What follows belongs to an exercise in optimizing a design on an open flow for small area and a short achievable clock period; a production flow would make more cautious choices. Where RTL was checked, it was by simulation tests only, not by an equivalence proof against the original. Function not checked in run 2: the RTL went through the layout flow alone. Power is estimated from default activity; no workload was simulated.

## flow/design.v (module list and top-level ports; edited modules follow where they fit)
// module div_uu: 11764 lines
// module g0: 5 lines
// module g1: 5 lines
// module g2: 5 lines
// module g3: 5 lines
// module g4: 5 lines
// module g5: 5 lines
// module g6: 5 lines
// module g7: 5 lines
// module g8: 5 lines
// module g9: 5 lines
// module g10: 5 lines
// module g11: 5 lines
// module g12: 5 lines
// module g13: 5 lines
// module g14: 5 lines
// module g15: 5 lines
// module g16: 5 lines
// module g17: 5 lines
// module g18: 5 lines
// module g19: 5 lines
// module g20: 5 lines
module div_uu(clk, rst, ena, iready, z, d, q, s, div0, ovf, oready);
  // ...
==> flow/flow/run.sh <==
#!/bin/bash
# Standard layout, with one change: after the standard synthesis, every
# sky130_fd_sc_hd__a21oi_2 that synthesis picked for a gate module is set
# back to sky130_fd_sc_hd__a21oi_1 (same pins and function); the later
# repair steps size up again whatever timing needs.
set -euo pipefail
bash standard.sh synth > synth.log 2>&1
R=orfs/results/${FLOW_PLATFORM}/div_uu/base
grep -c 'sky130_fd_sc_hd__a21oi_2 ' "$R/1_2_yosys.v" > downsize.log || true
sed -i 's/\bsky130_fd_sc_hd__a21oi_2 /sky130_fd_sc_hd__a21oi_1 /' "$R/1_2_yosys.v"
grep -c 'sky130_fd_sc_hd__a21oi_1 ' "$R/1_2_yosys.v" >> downsize.log || true
rm -f "$R/1_synth.odb" "$R/1_synth.sdc"
bash standard.sh finish > finish.log 2>&1
==> flow/standard.sh <==
#!/bin/bash
# synth_recipe.tcl (not shown) runs the flow's synth.tcl, then flattens the netlist and writes it again
# the make line also repeats each setting of config.mk as NAME=value (left out here)
make -C /OpenROAD-flow-scripts/flow DESIGN_CONFIG=/design/flow/config.mk WORK_HOME=/design/flow/orfs CLKGATE_MAP_FILE= SYNTH_SCRIPT=/design/flow/synth_recipe.tcl "${@:-finish}"
==> flow/config.mk <==
export PLATFORM = sky130hd
export DESIGN_NAME = div_uu
export DESIGN_NICKNAME = div_uu
export VERILOG_FILES = /design/flow/design.v
export SDC_FILE = /design/flow/constraint.sdc
export NUM_CORES = 4
export LEC_CHECK = 0
export CAP_MARGIN = 20
export CORE_MARGIN = 2
export CORE_UTILIZATION = 55
export CTS_CLUSTER_SIZE = 30
export SETUP_SLACK_MARGIN = 3.0
export SLEW_MARGIN = 20
export SYNTH_HIERARCHICAL = 1
export SYNTH_MINIMUM_KEEP_SIZE = 0
==> flow/constraint.sdc <==
create_clock -name core_clock -period 5.5 [get_ports {clk}]
set_input_delay 1.1000 -clock core_clock [delete_from_list [all_inputs] [get_ports {clk}]]
set_output_delay 1.1000 -clock core_clock [all_outputs]
set_load 0.01 [all_outputs]
==> metrics.md, run 1 <==
| Metric | Value |
|---|---|
| Outcome | timing/DRC/antenna clean |
| Multi-input combinational area share | 31.9% |
| Clock root buffer | clkbuf_16 |
| Critical Path, Cell by Cell | buf_2 |
| Max Used Layer | met5 |
| Multi-input comb cells | 9606 |
| Power Dens Cells | 585 nW/µm² |
| Die height | 530 µm |
| Grt total ovfl | 0 |
| Clk Latency, worst-skew pair | 920 ps |
| CTS Buf Count | 337 |
| Met2 WL | 177000 µm |
| Global-route track usage on met2 | 42.2% |
| Worst reg2reg path depth | 9 |
| Placed cell count | 18540 |
| Seq power | 39.0 mW |
| Fin util | 65.5% |
| CTS Hold Buffers Added | 0 |
| Final hold slack | 400 ps |
| Final hold violations | 0 |
| Sink Count | 3105 |
| Seq. cell area | 92900 µm² |
| Sequential cells | 3105 |
| Routed Antenna Nets | 0 |
| Worst setup SP type | flop |
| Initial antenna violation count | 5 |
| Mean Syn Cell Area | 10.4 µm² |
| Signal buffers share of area | 4.18% |
| Area grow syn2layout | 18.7% |
| Syn_nets | 14703 |
| Gr busiest metal | met2 |
| Final-layout clock buffer total | 403 |
| Initial core utilization | 55.2% |
| CTS clk-pin slew, worst paths | 60 ps |
| Max cap viols | 0 |
| Fin crit share | 47.9% |
| Psw | 40.0 mW |
| Fmax | 379 MHz |
| Levels on crit path | 1 |
| Clk_skew | 54.8 ps |
| Clk. pwr | 22.2 mW |
==> run 2: changes to the inputs <==
--- a/flow/design.v
+++ b/flow/design.v
@@ -11750,21 +11750,88 @@
   wire n11587; g19 un11587(n11358, n11518, n11587);
   wire n11588; g18 un11588(n11530, n11587, R31[27], n11588);
   wire n11589; g20 un11589(n11361, n11519, n11589);
   wire n11590; g18 un11590(n11530, n11589, R31[28], n11590);
   wire n11591; g19 un11591(n11364, n11520, n11591);
   wire n11592; g18 un11592(n11530, n11591, R31[29], n11592);
   wire n11593; g19 un11593(n11367, n11521, n11593);
   wire n11594; g18 un11594(n11530, n11593, R31[30], n11594);
+  wire div0n = ~|{N31[31], N31[30], N31[29], N31[28], N31[27], N31[26], N31[25], N31[24], N31[23], N31[22], N31[21], N31[20], N31[19], N31[18], N31[17], N31[16], N31[15], N31[14], N31[13], N31[12], N31[11], N31[10], N31[9], N31[8], N31[7], N31[6], N31[5], N31[4], N31[3], N31[2], N31[1], N31[0]};
+  wire ovfn = O31;
+  wire n11595; g21 un11595(ena, n11530, q[0], n11595);
+  wire n11596; g21 un11596(ena, X31[0], q[1], n11596);
+  wire n11597; g21 un11597(ena, X31[1], q[2], n11597);
+  wire n11598; g21 un11598(ena, X31[2], q[3], n11598);
+  wire n11599; g21 un11599(ena, X31[3], q[4], n11599);
+  wire n11600; g21 un11600(ena, X31[4], q[5], n11600);
+  wire n11601; g21 un11601(ena, X31[5], q[6], n11601);
+  wire n11602; g21 un11602(ena, X31[6], q[7], n11602);
+  wire n11603; g21 un11603(ena, X31[7], q[8], n11603);
+  wire n11604; g21 un11604(ena, X31[8], q[9], n11604);
+  wire n11605; g21 un11605(ena, X31[9], q[10], n11605);
+  wire n11606; g21 un11606(ena, X31[10], q[11], n11606);
+  wire n11607; g21 un11607(ena, X31[11], q[12], n11607);
+  wire n11608; g21 un11608(ena, X31[12], q[13], n11608);
+  wire n11609; g21 un11609(ena, X31[13], q[14], n11609);
+  wire n11610; g21 un11610(ena, X31[14], q[15], n11610);
+  wire n11611; g21 un11611(ena, X31[15], q[16], n11611);
+  wire n11612; g21 un11612(ena, X31[16], q[17], n11612);
+  wire n11613; g21 un11613(ena, X31[17], q[18], n11613);
+  wire n11614; g21 un11614(ena, X31[18], q[19], n11614);
+  wire n11615; g21 un11615(ena, X31[19], q[20], n11615);
+  wire n11616; g21 un11616(ena, X31[20], q[21], n11616);
+  wire n11617; g21 un11617(ena, X31[21], q[22], n11617);
+  wire n11618; g21 un11618(ena, X31[22], q[23], n11618);
+  wire n11619; g21 un11619(ena, X31[23], q[24], n11619);
+  wire n11620; g21 un11620(ena, X31[24], q[25], n11620);
+  wire n11621; g21 un11621(ena, X31[25], q[26], n11621);
+  wire n11622; g21 un11622(ena, X31[26], q[27], n11622);
+  wire n11623; g21 un11623(ena, X31[27], q[28], n11623);
+  wire n11624; g21 un11624(ena, X31[28], q[29], n11624);
+  wire n11625; g21 un11625(ena, X31[29], q[30], n11625);
+  wire n11626; g21 un11626(ena, X31[30], q[31], n11626);
+  wire n11627; g21 un11627(ena, n11532, s[0], n11627);
+  wire n11628; g21 un11628(ena, n11534, s[1], n11628);
+  wire n11629; g21 un11629(ena, n11536, s[2], n11629);
+  wire n11630; g21 un11630(ena, n11538, s[3], n11630);
+  wire n11631; g21 un11631(ena, n11540, s[4], n11631);
+  wire n11632; g21 un11632(ena, n11542, s[5], n11632);
+  wire n11633; g21 un11633(ena, n11544, s[6], n11633);
+  wire n11634; g21 un11634(ena, n11546, s[7], n11634);
+  wire n11635; g21 un11635(ena, n11548, s[8], n11635);
+  wire n11636; g21 un11636(ena, n11550, s[9], n11636);
+  wire n11637; g21 un11637(ena, n11552, s[10], n11637);
+  wire n11638; g21 un11638(ena, n11554, s[11], n11638);
+  wire n11639; g21 un11639(ena, n11556, s[12], n11639);
+  wire n11640; g21 un11640(ena, n11558, s[13], n11640);
+  wire n11641; g21 un11641(ena, n11560, s[14], n11641);
+  wire n11642; g21 un11642(ena, n11562, s[15], n11642);
+  wire n11643; g21 un11643(ena, n11564, s[16], n11643);
+  wire n11644; g21 un11644(ena, n11566, s[17], n11644);
+  wire n11645; g21 un11645(ena, n11568, s[18], n11645);
+  wire n11646; g21 un11646(ena, n11570, s[19], n11646);
+  wire n11647; g21 un11647(ena, n11572, s[20], n11647);
+  wire n11648; g21 un11648(ena, n11574, s[21], n11648);
+  wire n11649; g21 un11649(ena, n11576, s[22], n11649);
+  wire n11650; g21 un11650(ena, n11578, s[23], n11650);
+  wire n11651; g21 un11651(ena, n11580, s[24], n11651);
+  wire n11652; g21 un11652(ena, n11582, s[25], n11652);
+  wire n11653; g21 un11653(ena, n11584, s[26], n11653);
+  wire n11654; g21 un11654(ena, n11586, s[27], n11654);
+  wire n11655; g21 un11655(ena, n11588, s[28], n11655);
+  wire n11656; g21 un11656(ena, n11590, s[29], n11656);
+  wire n11657; g21 un11657(ena, n11592, s[30], n11657);
+  wire n11658; g21 un11658(ena, n11594, s[31], n11658);
+  wire n11659; g21 un11659(ena, ovfn, ovf, n11659);
+  wire n11660; g21 un11660(ena, div0n, div0, n11660);
+  wire n11661; g21 un11661(ena, V31, oready, n11661);
   always @(posedge clk) begin
-    if (ena) begin
-      q <= {X31[30], X31[29], X31[28], X31[27], X31[26], X31[25], X31[24], X31[23], X31[22], X31[21], X31[20], X31[19], X31[18], X31[17], X31[16], X31[15], X31[14], X31[13], X31[12], X31[11], X31[10], X31[9], X31[8], X31[7], X31[6], X31[5], X31[4], X31[3], X31[2], X31[1], X31[0], n11530}; s <= {n11594, n11592, n11590, n11588, n11586, n11584, n11582, n11580, n11578, n11576, n11574, n11572, n11570, n11568, n11566, n11564, n11562, n11560, n11558, n11556, n11554, n11552, n11550, n11548, n11546, n11544, n11542, n11540, n11538, n11536, n11534, n11532}; ovf <= O31; div0 <= ~|{N31[31], N31[30], N31[29], N31[28], N31[27], N31[26], N31[25], N31[24], N31[23], N31[22], N31[21], N31[20], N31[19], N31[18], N31[17], N31[16], N31[15], N31[14], N31[13], N31[12], N31[11], N31[10], N31[9], N31[8], N31[7], N31[6], N31[5], N31[4], N31[3], N31[2], N31[1], N31[0]};
-    end
-    if (rst) oready <= 1'b0; else if (ena) oready <= V31;
+    q <= {n11626, n11625, n11624, n11623, n11622, n11621, n11620, n11619, n11618, n11617, n11616, n11615, n11614, n11613, n11612, n11611, n11610, n11609, n11608, n11607, n11606, n11605, n11604, n11603, n11602, n11601, n11600, n11599, n11598, n11597, n11596, n11595}; s <= {n11658, n11657, n11656, n11655, n11654, n11653, n11652, n11651, n11650, n11649, n11648, n11647, n11646, n11645, n11644, n11643, n11642, n11641, n11640, n11639, n11638, n11637, n11636, n11635, n11634, n11633, n11632, n11631, n11630, n11629, n11628, n11627}; ovf <= n11659; div0 <= n11660;
+    if (rst) oready <= 1'b0; else oready <= n11661;
   end
 endmodule
 module g0(a, y);
   input a;
   output y;
   assign y = ~(a);
 endmodule
 module g1(a, b, y);
@@ -11862,8 +11929,13 @@
   output y;
   assign y = ~(((~a) ^ b));
 endmodule
 module g20(a, b, y);
   input a, b;
   output y;
   assign y = ~(((~a) ^ (~b)));
 endmodule
+module g21(a, b, c, y);
+  input a, b, c;
+  output y;
+  assign y = (a ? b : c);
+endmodule
==> flow/flow/run.sh (replaced) <==
#!/bin/bash
# Standard layout, with one change: after the standard synthesis, the gate
# cells that synthesis sized up for each small gate module
# (sky130_fd_sc_hd__a21oi_2, mux2_4, nor2b_4) are set back to size 1 (same
# pins and function); the later repair steps size up again whatever timing
# needs.
set -euo pipefail
bash standard.sh synth > synth.log 2>&1
R=orfs/results/${FLOW_PLATFORM}/div_uu/base
for c in a21oi_2 mux2_4 nor2b_4; do
  echo "$c $(grep -c "sky130_fd_sc_hd__$c " "$R/1_2_yosys.v" || true)" >> downsize.log
done
sed -i -e 's/\bsky130_fd_sc_hd__a21oi_2 /sky130_fd_sc_hd__a21oi_1 /' \
       -e 's/\bsky130_fd_sc_hd__mux2_4 /sky130_fd_sc_hd__mux2_1 /' \
       -e 's/\bsky130_fd_sc_hd__nor2b_4 /sky130_fd_sc_hd__nor2b_1 /' "$R/1_2_yosys.v"
rm -f "$R/1_synth.odb" "$R/1_synth.sdc"
bash standard.sh finish > finish.log 2>&1
==> flow/config.mk (replaced) <==
export PLATFORM = sky130hd
export DESIGN_NAME = div_uu
export DESIGN_NICKNAME = div_uu
export VERILOG_FILES = /design/flow/design.v
export SDC_FILE = /design/flow/constraint.sdc
export NUM_CORES = 4
export LEC_CHECK = 0
export CAP_MARGIN = 20
export CORE_MARGIN = 2
export CORE_UTILIZATION = 55
export SETUP_SLACK_MARGIN = 3.0
export SLEW_MARGIN = 20
export SYNTH_HIERARCHICAL = 1
export SYNTH_MINIMUM_KEEP_SIZE = 0
==> metrics.md, run 2 <==
| Metric | Value |
|---|---|
| CTS Buf Count | 336 (-0.30%) |
| Hold depth | 0 |
| Capturing point of the worst reg2reg path | s[20] |
| CP Buf/Inv Count | 2 |
| Post-detail-place hpwl | 233000 µm |
| Clk_skew | 56.7 ps (+1.93 ps) |
| Hold Startpoint | X19[4] |
| Seq. cell area | 92400 µm² (-0.60%) |
| Final Slew Violations | 0 |
| Initial antenna violation count | 3 (-2) |
| Footprint of the multi-input gates | 58400 µm² |
| Routed Antenna Nets | 0 (unchanged) |
| 1st-iter DRT viols | 6850 |
| Most frequent cells in the layout | edfxtp_1 (3007), inv_1 (1847), nand2_1 (1762), o21ai_1 (1631), nor2_1 (1548) |
| DR vias/cell | 5.44 |
| Power Dens Cells | 586 nW/µm² (+0.14%) |
| Post-route DRC | 0 |
| Worst EP arrival | 3300 ps |
| Commonest non-fill, non-tap cell in the layout | edfxtp_1 |
| Sink Count | 3105 (unchanged) |
| Final Setup Violations | 0 |
| Pwr Total | 106 mW |
| Fill count | 20804 |
| Die area | 281000 µm² |
| Worst Tran Pin Value | 1050 ps |
| Critical path data required time | 6270 ps |
| Tmin final | 2530 ps |
| Outcome | timing/DRC/antenna clean |
| CP max FO | 7 |
| Leak Pwr | 73.0 nW |
| Clk Latency, worst-skew pair | 920 ps (about the same) |
| Clock root buffer | clkbuf_16 |
| Area of the mapped netlist | 152000 µm² |
| Fin crit share | 46.0% (-1.9 points) |
| GRT Total Usage | 22.7% |
| Slowest stage delay, CP | 450 ps |
| Syn_nets | 14769 (+0.45%) |
| Die height | 531 µm (about the same) |
| Worst reg2reg path depth | 11 (+2) |
| Hold path endpoint | X20[5] |
| Vias post-DR | 107399 |
| Rel. slew slack | 29.9% |
| Grt total ovfl | 0 (unchanged) |
| Area grow syn2layout | 18.9% |
| DIE WIDTH | 531 µm |
| Worst R2R Start | R31[3] |
| Placeable Area | 276000 µm² |
| CTS Hold Buffers Added | 0 (unchanged) |
| CTS H-tree depth | 5 |
| Fmax | 395 MHz (+4.2%) |
| Final hold violations | 0 (unchanged) |
| R2R setup slack | 2970 ps |
| Max VDD drop | 0.000331 V |
| CTS tree | done |
| Mean Syn Cell Area | 10.4 µm² (-0.40%) |
| Vias in the first global route | 105122 |
| Crit Path Category | reg -> reg |
| Setup crit end kind | flop |
| Global-route wire length before repair | 521000 µm |
| Clock buffer depth | 4 |
| Buffers on Ports | 166 |
| Max cap viols | 0 (unchanged) |
| Routed Wire Length | 334000 µm |
| Site Rows | 193 |
| Post-route setup TNS | 0 ps |
| I/O Pins | 167 |
| CTS clk-pin slew, worst paths | 60 ps (about the same) |
| Avg WL per Cell | 16.9 µm |
| Worst Hold Class | reg -> reg |
| Initial core utilization | 55.2% (about the same) |
| Fraction of layout cells with a size suffix above 1 | 14.4% |
| Worst setup SP type | flop |
| Routability congestion estimate | 0.884 |
| Cells after Synth | 14669 |
| Critical path's top delay family | simple AND/OR/NAND/NOR gates |
| Critical Path, Cell by Cell | nand2_1 > nand2_1 > nor2_2 > a21oi_4 > o21ai_4 > buf_4 > buf_4 > a21oi_2 > xnor2_1 > mux2i_2 > mux2_1 |
| Largest net degree at the start of global routing | 146 |
| Ys Warns | 7 |
| RSZ-0062 raised after global routing | yes |
| Final net count | 15854 |
| Crit path max-delay cell type | edfxtp_1 |
| First-pass DRT Iterations | 9 |
==> run 2: power by group <==
group	switching [mW]	internal, mW	total [mW]	leakage (nW)
clock	9.17	13.1	22.2	5.26
combinational	25.8	19.1	44.9	37.5
sequential	5.14	33.9	39.0	30.2
total	40.1	66.1	106	73.0
==> run 2: what timing repair did <==
item	in CTS	in global routing
pin swaps	145	244
buffers inserted	226	282
resized for setup	951	788
gates cloned	0	3
endpoints found under the setup margin	1123	1029
==> run 2: metrics by stage <==
| stage | instances | instance area (µm²) | hold slack, ps | worst slack [ps] | util (%) |
|---|---|---|---|---|---|
| floorplan | 14669 | 153000 | 400 | 2770 | - |
| global placement | 18610 | 160000 | 400 | 1630 | 58.0 |
| detailed placement | 18610 | 160000 | 405 | 1620 | 58.0 |
| CTS | 19442 | 176000 | 401 | 2930 | 63.7 |
| global route | 19736 | 181000 | 406 | 2850 | 65.7 |
| finish | 19737 | 181000 | 394 | 2970 | 65.7 |
==> run 2: worst max-delay path by stage <==
stage                     endpoint  slack, ps  depth (start not counted)    from
after floorplan             R1[24]       2770                          8   z[31]
after global placement      R1[24]       1630                         10    d[0]
after detailed placement     R1[4]       1620                         10    d[0]
after CTS                   R6[15]       2930                          9  R5[15]
after global routing         s[18]       2850                         11  R31[3]
final                        s[20]       2970                         11  R31[3]
==> run 2: area by class of cell <==
cell class                 count  share of cell area, %
antenna                       10                 0.0138
multi-input combinational   9669                   32.2
inverter                    1888                   3.97
tap                         3705                   2.56
clock inverter               187                   1.10
timing repair buffer         754                   4.29
sequential                  3105                   51.0
clock buffer                 419                   4.89
==> run 2: layer usage <==
layer,GRT usage (%),routed length [µm],vias up
li1,-,-,53154
met1,24.9,128000,51205
met2,43.2,179000,2281
met3,3.05,12500,757
met4,10.1,15100,2
met5,0,16,-

## static timing again, ports no longer ideal
No port has a modelled driver above. Below, the same layouts with a new extraction and two added sets of constraints. Step 1 (the two cells are an assumption about what drives the block):
set clk [get_ports {clk}]
set_driving_cell -lib_cell sky130_fd_sc_hd__clkbuf_16 $clk
set_driving_cell -lib_cell sky130_fd_sc_hd__buf_2 [delete_from_list [all_inputs] $clk]
Step 2, shift: input delay + t, output delay - t, t = (earliest + latest rising clock arrival at the registers) / 2. This alone moves slack from input paths to output paths. Three values: no drivers, after step 1, after step 2; two values: the first two.
run | shift t [ns] | slack for setup (ns) | pins driven straight from the clock port
run 1 | 0.989 | 2.864 / 2.764 / 2.168 | 1
run 2 | 0.986 | 2.970 / 2.937 / 2.104 | 1
After both steps setup and hold are still met in every run listed. The setup slack of run 2, which loses most, moves by -0.033 ns with the drivers and by -0.866 ns with both steps.
